What follows belongs to an exercise in optimizing a design on an open flow for small area, a short achievable clock period and few clock cycles per item; a production flow would make more cautious choices. Only simulation tests tie the RTL to the original design; equivalence was not proved. Power figures rest on the tool's default switching activity, not on a simulated workload.

`flow/config.mk`:
```
export PLATFORM = sky130hd
export DESIGN_NAME = sort
export DESIGN_NICKNAME = sort
export VERILOG_FILES = /design/flow/design.v
export SDC_FILE = /design/flow/constraint.sdc
export NUM_CORES = 4
export LEC_CHECK = 0
export CAP_MARGIN = 20
export CORE_MARGIN = 2
export CORE_UTILIZATION = 60
export CTS_BUF_LIST = sky130_fd_sc_hd__clkbuf_8
export CTS_CLUSTER_DIAMETER = 50
export CTS_CLUSTER_SIZE = 20
export SETUP_SLACK_MARGIN = 3.0
export SLEW_MARGIN = 20
```
`flow/constraint.sdc`:
```
create_clock -name core_clock -period 5.5 [get_ports {clk}]
set_input_delay 1.1000 -clock core_clock [delete_from_list [all_inputs] [get_ports {clk}]]
set_output_delay 1.1000 -clock core_clock [all_outputs]
set_load 0.01 [all_outputs]
```
`flow/design.v`:
```
module sort#
  (
   parameter integer WIDTH = 16,
   parameter integer ADDRESS = 5
   )
   (
    input logic                  clk,
    input logic                  reset,
    output logic                 tready,
    input logic                  tvalid,
    input logic                  tlast,
    input logic [WIDTH - 1 : 0]  tdata,
    output logic [WIDTH - 1 : 0] odata,
    input logic                  oready,
    output logic                 ovalid,
    output logic                 olast
    );
   localparam integer N = 2**ADDRESS;
   function automatic logic le2(input logic [WIDTH-1:0] a, input logic [WIDTH-1:0] nb);
      logic [WIDTH-1:0] g, p;
      integer i, step;
      g = a & nb;
      p = a | nb;
      for (step = 1; step < WIDTH; step = step * 2) begin
         for (i = 0; i + step < WIDTH; i = i + 2 * step) begin
            g[i + 2*step - 1] = g[i + 2*step - 1] | (p[i + 2*step - 1] & g[i + step - 1]);
            p[i + 2*step - 1] = p[i + 2*step - 1] & p[i + step - 1];
         end
      end
      le2 = ~g[WIDTH-1];
   endfunction
   logic [WIDTH-1:0]   nxa, xs, xq, nxb;   
   logic               xav, xsv, xqv, xbv, xal, xsl, xql, xbl;
   logic [ADDRESS-1:0] bcnt;               
   logic               acc, in_last, ins, adv, pop, closing;
   assign tready  = ~xsv;
   assign acc     = tvalid & ~xsv;
   assign in_last = tlast | (bcnt == N-1);
   assign adv     = ~xbv | ins;            
   always @(posedge clk) begin
      if (reset) begin
         xav  <= 1'b0;
         xsv  <= 1'b0;
         xqv  <= 1'b0;
         xbv  <= 1'b0;
         bcnt <= '0;
      end
      else begin
         if (acc)
           bcnt <= in_last ? '0 : bcnt + 1'b1;
         if (~xav | adv) begin
            xav <= xsv | acc;
            xsv <= 1'b0;
         end
         else if (acc)
           xsv <= 1'b1;
         if (adv) begin
            xqv <= xav;
            xbv <= xqv;
         end
      end
   end
   always @(posedge clk) begin
      if (~xav | adv) begin
         nxa <= ~(xsv ? xs : tdata);
         xal <= xsv ? xsl : in_last;
      end
      if (acc) begin
         xs  <= tdata;
         xsl <= in_last;
      end
      if (adv) begin
         xq  <= ~nxa;
         xql <= xal;
         nxb <= ~xq;
         xbl <= xql;
      end
   end
   logic [WIDTH-1:0] v [0:N];          
   logic [N:0]       ls;               
   logic [N:0]       c;                
   logic [N:0]       val, cl;          
   logic [N:0]       eqc;              
   logic [ADDRESS:0] cnt, ncl;
   logic             hv;               
   logic             full, ins_n;
   logic [N:0]       raw;
   logic [N:0]       pc;               
   logic             ppop, pins;       
   logic             pcab;             
   logic             qcab;             
   logic [N:0]       c1;               
   logic [N:0]       rawb, csrc;
   logic             chere;
   assign v[N]   = '0;
   assign ls[N]  = 1'b0;
   assign c[N]   = 1'b0;
   assign rawb[N] = 1'b0;
   assign raw[N] = 1'b0;
   assign pc[N]  = 1'b0;
   assign c1[N]  = 1'b0;
   assign ovalid  = hv;
   assign odata   = v[0];
   assign olast   = ls[0];
   assign pop     = hv & oready;
   assign full    = cnt[ADDRESS];
   assign ins_n   = xbv & ~full;       
   assign ins     = pop ? xbv : ins_n;
   assign closing = ins & xbl;
   assign chere   = xbl | qcab;
   assign csrc    = ~adv ? c : closing ? val : rawb;
   always @(posedge clk) begin
      if (reset) begin
         cnt  <= '0;
         ncl  <= '0;
         hv   <= 1'b0;
         ppop <= 1'b0;
         pins <= 1'b0;
      end
      else begin
         cnt  <= cnt + ins - pop;
         ppop <= pop;
         pins <= ins;
         if (closing) begin
            ncl <= cnt + 1'b1 - pop;
            hv  <= 1'b1;
         end
         else begin
            ncl <= ncl - pop;
            hv  <= (ncl != 1) | ~pop;
            if (ncl == 0)
              hv <= 1'b0;
         end
      end
   end
   always @(posedge clk) begin
      pc[N-1:0] <= c[N-1:0];
      if (adv) begin
         pcab <= le2(~nxb, nxa);
         qcab <= le2(xq, nxa);
      end
   end
   genvar k;
   generate
      for (k = 0; k <= N; k = k + 1) begin : g_flags
         assign val[k] = (k < cnt);
         assign cl[k]  = (k < ncl);
         assign eqc[k] = (k == cnt);
      end
   endgenerate
   generate
      for (k = 0; k < N; k = k + 1) begin : g_cell
         logic sd, sk, sm, here;       
         logic psd, psk, psm, phere;   
         logic cm, pcm, c1m, csrcm;
         logic [WIDTH-1:0] vm;
         if (k == 0) begin : g_first
            assign vm    = '0;
            assign cm    = 1'b1;
            assign pcm   = 1'b1;
            assign c1m   = 1'b0;
            assign csrcm = 1'b0;
         end
         else begin : g_rest
            assign vm    = v[k-1];
            assign cm    = c[k-1];
            assign pcm   = pc[k-1];
            assign c1m   = raw[k-1];
            assign csrcm = csrc[k-1];
         end
         assign sd   = pop & (~xbv | c[k+1]);
         assign sk   = pop ? (xbv & ~c[k]) : (~ins_n | c[k]);
         assign sm   = ~pop & ins_n & ~cm;
         assign here = pop ? (xbv & ~c[k+1] & c[k]) : (ins_n & ~c[k] & cm);
         assign psd   = ppop & (~pins | pc[k+1]);
         assign psk   = ppop ? (pins & ~pc[k]) : (~pins | pc[k]);
         assign psm   = ~ppop & pins & ~pcm;
         assign phere = ppop ? (pins & ~pc[k+1] & pc[k]) : (pins & ~pc[k] & pcm);
         assign c1[k]   = (psd & raw[k+1]) | (psk & raw[k]) | (psm & c1m) | (phere & pcab);
         assign rawb[k] = cl[k] | (val[k] & c1[k]);
         always @(posedge clk) begin
            v[k] <= ~(~(({WIDTH{sd}} & v[k+1]) | ({WIDTH{sk}} & v[k]) | ({WIDTH{sm}} & vm)) &
                      ({WIDTH{~here}} | nxb));
            c[k] <= (sd & csrc[k+1]) | (sk & csrc[k]) | (sm & csrcm) | (here & chere);
            raw[k] <= adv ? le2(v[k], nxa) : c1[k];
         end
         always @(posedge clk) begin
            if (reset)
              ls[k] <= 1'b0;
            else
              ls[k] <= (pop ? ls[k+1] : ls[k]) | (closing & (pop ? eqc[k+1] : eqc[k]));
         end
      end
   endgenerate
endmodule
```
`flow/run.sh`:
```
#!/bin/bash
# synth_recipe.tcl (not shown) runs the flow's synth.tcl, then flattens the netlist and writes it again
# the make line also repeats each setting of config.mk as NAME=value (left out here)
make -C /OpenROAD-flow-scripts/flow DESIGN_CONFIG=/design/flow/config.mk WORK_HOME=/design/flow/orfs CLKGATE_MAP_FILE= SYNTH_SCRIPT=/design/flow/synth_recipe.tcl finish
```
==> results.sh, run 1 <==
export IMPL_r2r_end="g_cell[25].cm"
export IMPL_netlist_area_leader_share_pct=34.5
export IMPL_grt_pass1_vias=36950
export IMPL_path_buf_inv=3
export IMPL_place_gp_congestion=0.959
export IMPL_drive_above_1_share_pct=13.0
export IMPL_rr_startpoint="xbv"
export IMPL_drt_initial_drc_count=8897
export IMPL_start_util_pct=60.9
export IMPL_die_w_um=258
export IMPL_synth_nets=4564
export IMPL_synthTopCellsByCount="765 x o21ai_0, 664 x dfxtp_1, 495 x a222oi_1, 330 x nor2_1, 308 x clkbuf_1"
export IMPL_max_freq_mhz=399
export IMPL_fin_cells=5339
export IMPL_root_buffer="clkbuf_8"
export IMPL_vias_per_cell=7.76
export IMPL_grt_pass1_wl_um=227000
export IMPL_path_class="input pin to register"
export IMPL_die_h_um=258
export IMPL_slew_headroom_pct=24.8
export IMPL_utilization_pct=67.6
export IMPL_hold_depth=0
export IMPL_num_rows=92
export IMPL_dr_wl_met2_um=64000
export IMPL_status="timing/DRC/antenna clean"
export IMPL_layout_nets=4508
export IMPL_dpl_hpwl_um=96600
export IMPL_final_hold_viol_count=0
export IMPL_yosysTopAreaCell="dfxtp_1"
export IMPL_crit_slowest_cell="nor2_2"
export IMPL_cp_depth=9
export IMPL_ys_types=85
export IMPL_drt_met1_wl_um=57500
export IMPL_crit_family="simple AND/OR/NAND/NOR gates"
export IMPL_clock_skew_ns=0.0579
export IMPL_clk_latency_ns=0.75
export IMPL_tns_ns=0
export IMPL_fin_crit_sh_pct=45.6
export IMPL_die_area_mm2=0.0663
export IMPL_placed_cells=5089
export IMPL_cp_max_fo=16
export IMPL_clock_sinks=734
export IMPL_setup_viol=0
export IMPL_worst_pin_slew_ns=1.13
export IMPL_antenna_found_initial=5
export IMPL_end_kind="register"
export IMPL_ys_seq_area_share_pct=39.9
export IMPL_yosys_warnings=2
export IMPL_final_antenna_net_count=0
export IMPL_port_buffers=39
export IMPL_clk_pin_slew_worst_paths_ns=0.10
export IMPL_numCtsBuffers=76
export IMPL_synth_edff_count=70
export IMPL_wl_per_cell_um=28.0
export IMPL_syn_mean_instance_area_um2=8.60
export IMPL_drv_slew=0
export IMPL_cts_tree="yes"
export IMPL_max_stage_delay_ns=0.53
export IMPL_rsz0062_at_grt="true"
export IMPL_core_mm2=0.0633
export IMPL_grt_overflow_total=0
export IMPL_syn_instance_count=4485
export IMPL_synth_area_mm2=0.0386
export IMPL_path_cells="buf_2, nand2_8, buf_4, nand3_4, bufbuf_16, nor2_4, nor2_2, a222oi_1, o21ai_0"
export IMPL_min_from="c[31]"
export IMPL_synth_ff_type="dfxtp_1"
export IMPL_grt_total_usage_pct=43.2
export IMPL_power_leakage_uw=0.0146
export IMPL_wirelength_um=150000
export IMPL_synth_async_sr_flop_share_pct=0
export IMPL_start_kind="input pin"
export IMPL_period_needed_ns=2.51
export IMPL_drc=0
export IMPL_htree_levels=3
export IMPL_r2r_slack_ns=3.03
export IMPL_ir_drop_v=0.000377
export IMPL_placed_area_mm2=0.0396
export IMPL_ios=40
export IMPL_highest_layer="met5"
export IMPL_hold_class="register to register"
export IMPL_max_cap_viol_count=0
export IMPL_p_per_area_mw_per_mm2=539
export IMPL_area_growth_pct=11.0
export IMPL_firstDrtPassIters=22
export IMPL_critical_path_required_ns=6.13
export IMPL_r2r_cells=8
export IMPL_finalInstanceArea_mm2=0.0428
export IMPL_wl_met3_um=20100
export IMPL_worstPathArrival_ns=3.13
export IMPL_min_to="pc[31]"
export IMPL_clockBufferDepth=3
export IMPL_ys_top_cells_by_area="dfxtp_1 34%, a222oi_1 13%, o21ai_0 9.9%"
export IMPL_via_count=41446
export IMPL_grt_max_degree=75
export IMPL_yosysMostFrequentCell="o21ai_0"
export IMPL_ys_ff_latch=734
per-layer routing:
layer | global-route usage [%] | vias up
met2 | 64.4 | 3069
met1 | 59.0 | 19764
met3 | 10.7 | 573
met4 | 20.0 | 4
li1 | - | 18036
met5 | 0 | -
metrics by stage:
stage / power, uW / hold WS, ns / setup slack, ns
after global routing: 24300 / 0.403 / 2.92
after detailed placement: 18300 / 0.400 / 1.19
after CTS: 22500 / 0.394 / 3.00
after floorplan: 15500 / 0.376 / 2.64
after global placement: 18200 / 0.404 / 1.21
final: 23100 / 0.393 / 2.99
area by class of cell:
type | instances | area [um^2]
Inverter | 101 | 418
Multi-Input combinational cell | 3237 | 21700
Fill cell | 5383 | 20500
Clock buffer | 79 | 1090
Antenna cell | 2 | 5.00
Timing Repair Buffer | 279 | 2530
Clock inverter | 61 | 599
Tap cell | 846 | 1060
Sequential cell | 734 | 15500
state kept, by name (all words and copies together) (netlist names), 5 cells and up:
signal      flops
cnt             6
v             512
bcnt            5
pc             32
xs             16
g_cell.c1m     31
ls             31
g_cell.cm      31
ncl             6
nxb            16
xq             16
nxa            16
worst max path at each step:
stage	startpoint	slack [ns]	endpoint
2_1_floorplan	oready	2.64	cnt[4]
3_3_place_gp	oready	1.21	v[5][9]
3_5_place_dp	oready	1.19	v[1][15]
4_1_cts	v[0][3]	3.00	odata[3]
5_1_grt	xbl	2.92	g_cell[23].cm
6_report	oready	2.99	v[11][5]
kinds of logic (layout without fill, tap and decap cells):
logic type / after synthesis / after routing / synth area share (%)
AOI/OAI and AO/OA: 2290 / 2290 / 41.1
and+or+nand+nor: 838 / 840 / 10.5
DFF: 734 / 734 / 39.9
buffers and inverters: 516 / 520 / 5.40
adders and majority gates: 74 / 74 / 2.32
muxes: 18 / 18 / 0.470
xor gates and xnor gates: 15 / 15 / 0.341
other: 0 / 2 / 0
placed cells by master (no fill, tap or decap), types with 55 or more instances in the layout:
cell type	n
nor2_1	308
buf_4	203
edfxtp_1	70
a22oi_1	152
a21oi_1	282
a31oi_1	63
dfxtp_1	639
o21ai_0	760
a222oi_1	495
nand2_1	176
clkbuf_8	81
a211oi_1	55
o22ai_1	115
inv_1	95
repair_timing:
item                                    in CTS  in global routing
endpoints found under the setup margin     694                178
setup buffers                               72                 32
cloned                                       3                  1
pin swaps                                   27                  7
gates resized for setup                    178                 44
hold buffers                                 0                  0
worst register-to-register path: cells and delay by family, from the launching register on:
| kind | cells | cell delay (ns) |
|---|---|---|
| AO/OA/AOI/OAI | 3 | 0.62 |
| AND/OR/NAND/NOR | 2 | 0.29 |
| buffers and inverters | 3 | 0.89 |
| flip-flops | 1 | 0.54 |
report_power, final:
part	leakage, uW	internal (uW)	switching [uW]
sequential	0.00624	7460	3340
combinational	0.00746	3830	4480
clock	0.000852	1660	2310
Testbench counts, summed over its fixed seeds: cycles 4,760, items 4,480.
==> run 2, diff against run 1 <==
--- a/flow/config.mk
+++ b/flow/config.mk
@@ -8,8 +8,8 @@
 export CAP_MARGIN = 20
 export CORE_MARGIN = 2
 export CORE_UTILIZATION = 60
-export CTS_BUF_LIST = sky130_fd_sc_hd__clkbuf_8
-export CTS_CLUSTER_DIAMETER = 50
-export CTS_CLUSTER_SIZE = 20
+export CTS_BUF_LIST = sky130_fd_sc_hd__clkbuf_16
+export CTS_CLUSTER_DIAMETER = 60
+export CTS_CLUSTER_SIZE = 30
 export SETUP_SLACK_MARGIN = 3.0
 export SLEW_MARGIN = 20
==> results.sh, run 2 <==
export IMPL_status="timing/DRC/antenna clean"
export IMPL_ys_seq_area_share_pct=39.9
export IMPL_p_per_area_mw_per_mm2=541
export IMPL_crit_family="flip-flops"
export IMPL_max_freq_mhz=402
export IMPL_crit_slowest_cell="dfxtp_2"
export IMPL_die_h_um=258
export IMPL_core_mm2=0.0633
export IMPL_clk_pin_slew_worst_paths_ns=0.09
export IMPL_wl_per_cell_um=28.2
export IMPL_num_rows=92
export IMPL_netlist_area_leader_share_pct=34.5
export IMPL_path_cells="dlygate4sd2_1"
export IMPL_path_buf_inv=1
export IMPL_ios=40
export IMPL_grt_pass1_vias=36954
export IMPL_critical_path_required_ns=4.40
export IMPL_htree_levels=2
export IMPL_synth_simple_area_share_pct=10.5
export IMPL_period_needed_ns=2.48
export IMPL_synth_area_mm2=0.0386
export IMPL_tns_ns=0
export IMPL_synth_async_sr_flop_share_pct=0
export IMPL_drc=0
export IMPL_vias_per_cell=7.81
export IMPL_hold_class="register to register"
export IMPL_syn_instance_count=4485
export IMPL_grt_total_usage_pct=42.8
export IMPL_grt_pass1_wl_um=226000
export IMPL_syn_mean_instance_area_um2=8.60
export IMPL_clock_sinks=734
export IMPL_layout_commonest_cell="o21ai_0"
export IMPL_drive_above_1_share_pct=11.7
export IMPL_regMostFlops="v"
export IMPL_power_leakage_uw=0.0146
export IMPL_ctsHoldBuffers=0
export IMPL_setup_viol=0
export IMPL_path_class="register to output pin"
export IMPL_antenna_found_initial=3
export IMPL_final_antenna_net_count=0
export IMPL_synth_edff_count=70
export IMPL_synth_compound_area_share_pct=41.1
export IMPL_synth_ff_type="dfxtp_1"
export IMPL_grt_max_degree=75
export IMPL_slew_headroom_pct=23.9
export IMPL_start_util_pct=60.9
export IMPL_nFillCells=5371
export IMPL_worst_pin_slew_ns=1.14
export IMPL_largest_reg_flops=512
export IMPL_synthMuxAreaShare_pct=0.470
export IMPL_start_kind="register"
export IMPL_finalInstanceArea_mm2=0.0428
export IMPL_rsz0062_at_grt="false"
export IMPL_synth_nets=4564
export IMPL_worstPathArrival_ns=1.38
export IMPL_area_growth_pct=11.0
export IMPL_clock_skew_ns=0.0325
export IMPL_mostFrequentLayoutCells="761 x o21ai_0, 640 x dfxtp_1, 495 x a222oi_1"
export IMPL_cts_tree="yes"
export IMPL_max_cap_viol_count=0
export IMPL_max_stage_delay_ns=0.42
export IMPL_synth_xor_area_share_pct=0.341
export IMPL_layout_nets=4485
export IMPL_fin_crit_sh_pct=45.2
export IMPL_reg_top3="v (512), pc (32)"
export IMPL_via_count=41382
export IMPL_firstDrtPassIters=17
export IMPL_die_area_mm2=0.0663
export IMPL_ys_top_cells_by_area="dfxtp_1 34%, a222oi_1 13%, o21ai_0 9.9%"
export IMPL_yosysTopAreaCell="dfxtp_1"
export IMPL_cp_max_fo=7
export IMPL_clk_latency_ns=0.65
export IMPL_synthTopCellsByCount="765 x o21ai_0, 664 x dfxtp_1, 495 x a222oi_1, 330 x nor2_1, 308 x clkbuf_1"
export IMPL_port_buffers=39
export IMPL_clockBufferDepth=3
export IMPL_dpl_hpwl_um=96600
export IMPL_placed_area_mm2=0.0396
export IMPL_ys_ff_latch=734
export IMPL_end_kind="output pin"
export IMPL_final_hold_viol_count=0
export IMPL_die_w_um=258
export IMPL_numCtsBuffers=51
export IMPL_yosys_warnings=2
export IMPL_synthAdderAreaFrac_pct=2.32
export IMPL_synth_top_family_by_area="compound AO/OA/AOI/OAI gates"
export IMPL_drt_initial_drc_count=8643
export IMPL_root_buffer="clkbuf_16"
export IMPL_ys_types=85
export IMPL_grt_overflow_total=0
export IMPL_drv_slew=0
export IMPL_ir_drop_v=0.000393
export IMPL_utilization_pct=67.6
export IMPL_place_gp_congestion=0.959
export IMPL_wirelength_um=149000
export IMPL_yosysMostFrequentCell="o21ai_0"
## run 2: kinds of logic (layout without fill, tap and decap cells)
group           Yosys count  in the layout
compound gates         2290           2290
xor+xnor                 15             15
fa+ha+maj                74             74
buf+inv                 516            477
flops                   734            734
mux                      18             18
other cells               0              2
simple gates            838            840
## run 2: what timing repair did
action / in CTS / in global routing
setup buffers: 52 / 53
pin swaps: 25 / 13
endpoints found under the setup margin: 696 / 321
gates resized for setup: 142 / 46
cloned: 3 / 2
## run 2: worst paths after layout
path              slack (ns)  cells past startpoint  startpoint       end
setup / recovery        3.02                      1     v[0][4]  odata[4]
hold / removal          0.42                      0       c[31]    pc[31]
setup reg to reg        3.05                      7     nxa[11]      pcab
hold reg to reg         0.42                      0       c[31]    pc[31]
## run 2: cell type report
cell class                 instances  area, um^2  share of cell area, %
clock inverter                    42         373                  0.871
timing repair inverter             1        11.3                 0.0263
clock buffer                      53        1330                   3.10
timing repair buffer             280        2470                   5.78
antenna                            2        5.00                 0.0117
sequential                       734       15500                   36.1
multi-input combinational       3237       21700                   50.7
tap                              846        1060                   2.47
inverter                         101         422                  0.985
## run 2: per-layer routing
layer	routed length [um]	GRT usage [%]
met4	7580	20.0
met5	13	0
met2	64100	64.1
met3	19600	9.54
met1	57800	58.8
## run 2: through the flow
stage	hold WS [ns]	setup slack (ns)	std cells	power, uW
2_1_floorplan	0.376	2.64	4485	15500
6_report	0.423	3.02	5296	23200
5_1_grt	0.423	2.97	5294	24400
3_3_place_gp	0.404	1.21	5089	18200
4_1_cts	0.413	2.96	5239	22500
3_5_place_dp	0.400	1.19	5089	18300
## run 2: where the power goes
part | internal [uW] | switching (uW) | total, uW
sequential | 7460 | 3340 | 10800
combinational | 3830 | 4480 | 8300
clock | 1890 | 2180 | 4070
total | 13200 | 9990 | 23200
==> run 3, diff against run 2 <==
--- a/flow/config.mk
+++ b/flow/config.mk
@@ -7,7 +7,7 @@
 export LEC_CHECK = 0
 export CAP_MARGIN = 20
 export CORE_MARGIN = 2
-export CORE_UTILIZATION = 60
+export CORE_UTILIZATION = 65
 export CTS_BUF_LIST = sky130_fd_sc_hd__clkbuf_16
 export CTS_CLUSTER_DIAMETER = 60
 export CTS_CLUSTER_SIZE = 30
==> results.sh, run 3 <==
export IMPL_status="timing/DRC/antenna clean"
export IMPL_swShare_pct=43.6
export IMPL_yosys_warnings=2
export IMPL_clock_sinks=734
export IMPL_end_kind="register"
export IMPL_start_util_pct=65.6
export IMPL_synth_edff_count=70
export IMPL_p_int_uw=13000
export IMPL_reg_top3="v (512), pc (32)"
export IMPL_layout_commonest_cell="o21ai_0"
export IMPL_postLayoutSetupSlackWorst_ns=2.94
export IMPL_ys_ff_latch=734
export IMPL_die_h_um=248
export IMPL_numCtsBuffers=49
export IMPL_synth_async_sr_flop_share_pct=0
export IMPL_setup_viol=0
export IMPL_clk_latency_ns=0.65
export IMPL_port_buffers=39
export IMPL_max_stage_delay_ns=0.46
export IMPL_die_area_mm2=0.0613
export IMPL_max_freq_mhz=391
export IMPL_drv_slew=0
export IMPL_synth_area_mm2=0.0386
export IMPL_wl_per_cell_um=28.7
export IMPL_worst_pin_slew_ns=0.850
export IMPL_mostFrequentLayoutCells="761 x o21ai_0, 642 x dfxtp_1, 495 x a222oi_1"
export IMPL_grt_total_usage_pct=46.1
export IMPL_path_class="register to register"
export IMPL_cpMostUsedCell="a22oi_1"
export IMPL_period_needed_ns=2.56
export IMPL_clockBufferDepth=3
export IMPL_p_per_area_mw_per_mm2=547
export IMPL_yosysMostFrequentCell="o21ai_0"
export IMPL_drive_above_1_share_pct=10.7
export IMPL_regMostFlops="v"
export IMPL_syn_instance_count=4485
export IMPL_power_leakage_uw=0.0143
export IMPL_dpl_hpwl_um=94000
export IMPL_ys_seq_area_share_pct=39.9
export IMPL_layout_nets=4444
export IMPL_p_clk_share_pct=17.6
export IMPL_final_hold_viol_count=0
export IMPL_syn_mean_instance_area_um2=8.60
export IMPL_cp_max_fo=15
export IMPL_firstDrtPassIters=12
export IMPL_rsz0062_at_grt="true"
export IMPL_pre_cts_ws_ns=1.16
export IMPL_ios=40
export IMPL_grt_overflow_total=0
export IMPL_num_rows=89
export IMPL_ir_drop_v=0.000460
export IMPL_totalPowerFinal_uw=23100
export IMPL_antenna_found_initial=3
export IMPL_synthTopCellsByCount="765 x o21ai_0, 664 x dfxtp_1, 495 x a222oi_1, 330 x nor2_1, 308 x clkbuf_1"
export IMPL_tns_ns=0
export IMPL_htree_levels=2
export IMPL_core_mm2=0.0588
export IMPL_yosysTopAreaCell="dfxtp_1"
export IMPL_root_buffer="clkbuf_16"
export IMPL_path_cells="buf_8, ha_1, a22oi_1, o21ai_0, nor3_1, o221ai_1, a22oi_1, o211ai_1"
export IMPL_combPwrFrac_pct=35.8
export IMPL_slew_headroom_pct=43.3
export IMPL_crit_slowest_cell="dfxtp_4"
export IMPL_grt_max_degree=69
export IMPL_critical_path_required_ns=6.03
export IMPL_seqPwrFrac_pct=46.6
export IMPL_fin_cells=5181
export IMPL_final_antenna_net_count=0
export IMPL_grt_pass1_wl_um=222000
export IMPL_placed_cells=5023
export IMPL_fin_crit_sh_pct=46.5
export IMPL_worstPathArrival_ns=3.09
export IMPL_cts_tree="yes"
export IMPL_via_count=41584
export IMPL_area_growth_pct=9.50
export IMPL_p_sw_uw=10100
export IMPL_ys_top_cells_by_area="dfxtp_1 34%, a222oi_1 13%, o21ai_0 9.9%"
export IMPL_ctsHoldBuffers=0
export IMPL_ys_types=85
export IMPL_die_w_um=248
export IMPL_wirelength_um=149000
export IMPL_synth_nets=4564
export IMPL_start_kind="register"
export IMPL_largest_reg_flops=512
export IMPL_drt_initial_drc_count=8439
export IMPL_hold_class="register to register"
export IMPL_max_cap_viol_count=0
export IMPL_clock_skew_ns=0.0233
export IMPL_vias_per_cell=8.03
export IMPL_drc=0
export IMPL_synth_ff_type="dfxtp_1"
export IMPL_place_gp_congestion=0.996
export IMPL_netlist_area_leader_share_pct=34.5
export IMPL_clk_pin_slew_worst_paths_ns=0.11
export IMPL_grt_pass1_vias=37564
[run 3: cell counts after synthesis]
Identical to the previous run, type by type.
[run 3: final timing paths]
check	cells after the start	end	slack, ns	from
min reg2reg	0	pc[0]	0.42	g_cell[1].cm
max	8	g_cell[28].cm	2.94	ppop
min	0	pc[0]	0.42	g_cell[1].cm
max reg2reg	8	g_cell[28].cm	2.94	ppop
[run 3: through the flow]
step	cell area (um^2)	util, %	hold slack, ns
after floorplan	38800	-	0.376
after global placement	39600	67.3	0.401
after detailed placement	39600	67.3	0.402
after CTS	41900	71.2	0.416
after global routing	42200	71.8	0.436
final	42200	71.8	0.418
[run 3: what timing repair did]
| action | 4_1_cts | 5_1_grt |
|---|---|---|
| resized for setup | 128 | 29 |
| buffers inserted | 34 | 25 |
| pin swaps | 21 | 9 |
| endpoints found under the setup margin | 691 | 140 |
| cloned | 3 | 2 |
[run 3: critical path: cells and delay by family (launching register included)]
kind | cells | cell delay [ns]
DFF | 1 | 0.46
adders and majority gates | 1 | 0.21
buffers and inverters | 1 | 0.22
and+or+nand+nor | 1 | 0.42
AOI/OAI and AO/OA | 5 | 1.13
[run 3: layer usage]
layer	GRT usage, %	part of all wire, %
met1	59.1	37
met5	1.99	0.12
met4	26.3	5.9
met2	68.7	43
met3	14.0	14
[run 3: layout make-up]
type                    instances  area [um^2]
flip-flops and latches        734        15400
fillers                      4770        16600
clock buffers                  49         1230
multi-input cells            3239        21600
well taps                     773          967
clock inverters                40          458
repair buffers                240         2110
diodes                          5         12.5
inverters                     101          415
[run 3: kinds of logic after synthesis]
| group | Yosys count | synth area share, % |
|---|---|---|
| compound gates | 2290 | 41.1 |
| simple gates | 838 | 10.5 |
| flops | 734 | 39.9 |
| buf+inv | 516 | 5.40 |
| fa+ha+maj | 74 | 2.32 |
| mux | 18 | 0.470 |
| xor+xnor | 15 | 0.341 |
[run 3: power by group through the flow]
stage               Sequential (uW)  Clock [uW]  Combinational [uW]
floorplan                      9390           0                6110
global placement              10600           0                7510
detailed placement            10600           0                7710
CTS                           10500        4070                7930
global route                  10900        4240                9030
finish                        10800        4080                8270
==> run 4, diff against run 3 <==
--- a/flow/config.mk
+++ b/flow/config.mk
@@ -7,9 +7,9 @@
 export LEC_CHECK = 0
 export CAP_MARGIN = 20
 export CORE_MARGIN = 2
-export CORE_UTILIZATION = 65
+export CORE_UTILIZATION = 60
 export CTS_BUF_LIST = sky130_fd_sc_hd__clkbuf_16
 export CTS_CLUSTER_DIAMETER = 60
 export CTS_CLUSTER_SIZE = 30
-export SETUP_SLACK_MARGIN = 3.0
+export SETUP_SLACK_MARGIN = 3.1
 export SLEW_MARGIN = 20
==> results.sh, run 4 <==
export IMPL_synth_xor_area_share_pct=0.341
export IMPL_synth_nets=4564
export IMPL_synth_edff_count=70
export IMPL_power_leakage_uw=0.0146
export IMPL_port_buffers=39
export IMPL_place_gp_congestion=0.987
export IMPL_netlist_area_leader_share_pct=34.5
export IMPL_worstPathArrival_ns=2.98
export IMPL_period_needed_ns=2.44
export IMPL_start_util_pct=60.9
export IMPL_nFillCells=5207
export IMPL_holdWs_ns=0.421
export IMPL_synth_top_family_by_area="compound AO/OA/AOI/OAI gates"
export IMPL_r2r_end="g_cell[13].c1m"
export IMPL_numCtsBuffers=52
export IMPL_mostFrequentLayoutCells="761 x o21ai_0, 640 x dfxtp_1, 495 x a222oi_1"
export IMPL_drive_above_1_share_pct=12.2
export IMPL_syn_instance_count=4485
export IMPL_wirelength_um=149000
export IMPL_use_met2_pct=63.7
export IMPL_met3_usage_pct=10.5
export IMPL_setup_viol=0
export IMPL_final_hold_viol_count=0
export IMPL_max_cap_viol_count=0
export IMPL_die_area_mm2=0.0663
export IMPL_r2r_cells=6
export IMPL_cts_tree="yes"
export IMPL_max_stage_delay_ns=0.67
export IMPL_via_count=41431
export IMPL_reg_top3="v (512), pc (32)"
export IMPL_ys_seq_area_share_pct=39.9
export IMPL_synthTopCellsByCount="765 x o21ai_0, 664 x dfxtp_1, 495 x a222oi_1, 330 x nor2_1, 308 x clkbuf_1"
export IMPL_path_cells="buf_12, and2_4, a21oi_1, o21ai_0, o2111ai_1, o2bb2ai_1"
export IMPL_clk_pin_slew_worst_paths_ns=0.10
export IMPL_grt_pass1_vias=37326
export IMPL_rsz0062_at_grt="true"
export IMPL_grt_total_usage_pct=42.6
export IMPL_clock_sinks=734
export IMPL_hold_class="register to register"
export IMPL_firstDrtPassIters=14
export IMPL_antenna_found_initial=1
export IMPL_ir_drop_v=0.000497
export IMPL_critical_path_required_ns=6.04
export IMPL_num_rows=92
export IMPL_vias_per_cell=7.86
export IMPL_clock_skew_ns=0.0447
export IMPL_layout_nets=4462
export IMPL_start_kind="register"
export IMPL_synth_area_mm2=0.0386
export IMPL_hold_depth=0
export IMPL_min_to="pc[2]"
export IMPL_slew_headroom_pct=32.1
export IMPL_end_kind="register"
export IMPL_root_buffer="clkbuf_16"
export IMPL_htree_levels=2
export IMPL_grt_overflow_total=0
export IMPL_drv_slew=0
export IMPL_ys_ff_latch=734
export IMPL_yosysMostFrequentCell="o21ai_0"
export IMPL_final_antenna_net_count=0
export IMPL_clockBufferDepth=3
export IMPL_ios=40
export IMPL_grt_max_degree=75
export IMPL_synth_ff_type="dfxtp_1"
export IMPL_largest_reg_flops=512
export IMPL_status="timing/DRC/antenna clean"
export IMPL_syn_mean_instance_area_um2=8.60
export IMPL_busiest_layer="met2"
export IMPL_core_mm2=0.0633
export IMPL_yosys_warnings=2
export IMPL_drc=0
export IMPL_synthAdderAreaFrac_pct=2.32
export IMPL_fin_crit_sh_pct=44.3
export IMPL_worst_pin_slew_ns=1.02
export IMPL_die_w_um=258
export IMPL_wl_per_cell_um=28.3
export IMPL_ctsHoldBuffers=0
export IMPL_max_freq_mhz=410
export IMPL_crit_slowest_cell="and2_4"
export IMPL_r2r_slack_ns=3.06
export IMPL_area_growth_pct=12.1
export IMPL_grt_pass1_wl_um=226000
export IMPL_ys_types=85
export IMPL_min_from="g_cell[3].cm"
export IMPL_layout_commonest_cell="o21ai_0"
export IMPL_cp_max_fo=74
export IMPL_synth_async_sr_flop_share_pct=0
export IMPL_synth_simple_area_share_pct=10.5
export IMPL_rr_startpoint="nxa[4]"
export IMPL_regMostFlops="v"
export IMPL_drt_initial_drc_count=8509
export IMPL_p_per_area_mw_per_mm2=547
export IMPL_dpl_hpwl_um=95900
export IMPL_die_h_um=258
export IMPL_ys_top_cells_by_area="dfxtp_1 34%, a222oi_1 13%, o21ai_0 9.9%"
export IMPL_clk_latency_ns=0.67
export IMPL_synth_compound_area_share_pct=41.1
export IMPL_tns_ns=0
export IMPL_use_met1_pct=58.3
export IMPL_synthMuxAreaShare_pct=0.470
export IMPL_yosysTopAreaCell="dfxtp_1"
export IMPL_path_class="register to register"
-- run 4: cell counts after synthesis --
Identical to the previous run, type by type.
-- run 4: cell families after synthesis --
family	Yosys count
flip-flops	734
adder cells (fa/ha/maj)	74
buffers and inverters	516
multiplexers	18
AND/OR/NAND/NOR	838
XOR/XNOR	15
AO/OA/AOI/OAI	2290
-- run 4: through the flow --
step	setup WS (ns)	std cells	total power [uW]	util, %	area [um^2]
2_1_floorplan	2.64	4485	15600	-	39000
3_3_place_gp	1.28	5093	18200	62.8	39800
3_5_place_dp	1.27	5093	18400	62.8	39800
4_1_cts	3.10	5238	23100	67.3	42600
5_1_grt	3.03	5272	24800	68.3	43200
6_report	3.06	5273	23700	68.3	43200
-- run 4: routing by layer --
layer | routed length [um] | vias up | part of all wire (%)
met3 | 20000 | 510 | 13
met4 | 7050 | 2 | 4.7
li1 | - | 17929 | -
met2 | 64000 | 3048 | 43
met1 | 57900 | 19942 | 39
met5 | 13 | - | 0.0087
-- run 4: critical path: cells and delay by family (launching register included) --
kind                   cells  cell delay [ns]
AO/OA/AOI/OAI              4             0.83
AND/OR/NAND/NOR            1             0.67
flip-flops                 1             0.39
buffers and inverters      1             0.38
-- run 4: power breakdown --
group | internal (uW) | switching [uW]
Sequential | 7460 | 3260
Clock | 2150 | 2320
Combinational | 3850 | 4620
-- run 4: repair_timing --
action | CTS | global route
gates resized for setup | 176 | 67
setup buffers | 42 | 31
endpoints found under the setup margin | 694 | 283
cloned | 6 | 3
pin swaps | 17 | 27
-- run 4: how the worst max path moves through the flow --
stage | depth (start not counted) | end | slack, ns | start
after floorplan | 13 | cnt[4] | 2.64 | oready
after global placement | 8 | v[2][0] | 1.28 | oready
after detailed placement | 8 | v[2][4] | 1.27 | oready
after CTS | 5 | g_cell[1].c1m | 3.10 | nxa[5]
after global routing | 6 | g_cell[13].c1m | 3.03 | nxa[4]
final | 6 | g_cell[13].c1m | 3.06 | nxa[4]
-- run 4: layout make-up --
| cell class | count | area [um^2] | share of cell area, % |
|---|---|---|---|
| Timing Repair Buffer | 253 | 2350 | 5.43 |
| Tap cell | 846 | 1060 | 2.45 |
| Sequential cell | 734 | 15500 | 35.8 |
| Multi-Input combinational cell | 3240 | 22000 | 50.9 |
| Clock inverter | 44 | 592 | 1.37 |
| Antenna cell | 1 | 2.50 | 0.00579 |
| Clock buffer | 53 | 1330 | 3.07 |
| Inverter | 101 | 435 | 1.01 |
| Timing Repair inverter | 1 | 8.76 | 0.0203 |

static timing again, ports no longer ideal:
Ports are ideal in the flow. The routed layouts listed here were re-timed in OpenROAD.
Step 1 (the two cells are an assumption about what drives the block):
set clk [get_ports {clk}]
set_driving_cell -lib_cell sky130_fd_sc_hd__clkbuf_16 $clk
set_driving_cell -lib_cell sky130_fd_sc_hd__buf_2 [delete_from_list [all_inputs] $clk]
Step 2 moves the port delays by t, midway between the first and last clock arrival at a register: inputs arrive t later, outputs are due t later. That takes back most of the time a late clock gives input paths.
Three values: no drivers, after step 1, after step 2; two values: the first two.
| run | t (ns) | setup slack, ns | hold WS [ns] | slew at the worst register clock pin (ns) | worst slew at a driven data input, ns |
|---|---|---|---|---|---|
| run 1 | 0.778 | 2.991 / 2.951 / 2.242 | 0.393 / 0.393 / 0.393 | 0.11 / 0.11 | 0.04 |
| run 2 | 0.704 | 3.015 / 2.944 / 2.361 | 0.423 / 0.423 / 0.423 | 0.10 / 0.10 | 0.04 |
| run 3 | 0.706 | 2.943 / 2.943 / 2.393 | 0.418 / 0.418 / 0.418 | 0.11 / 0.11 | 0.05 |
| run 4 | 0.714 | 3.064 / 3.035 / 2.467 | 0.421 / 0.421 / 0.421 | 0.10 / 0.10 | 0.06 |
After both steps every run listed still meets setup and hold. For run 1, which loses most, drivers alone change the setup slack by -0.040 ns; drivers and shift together by -0.749 ns.
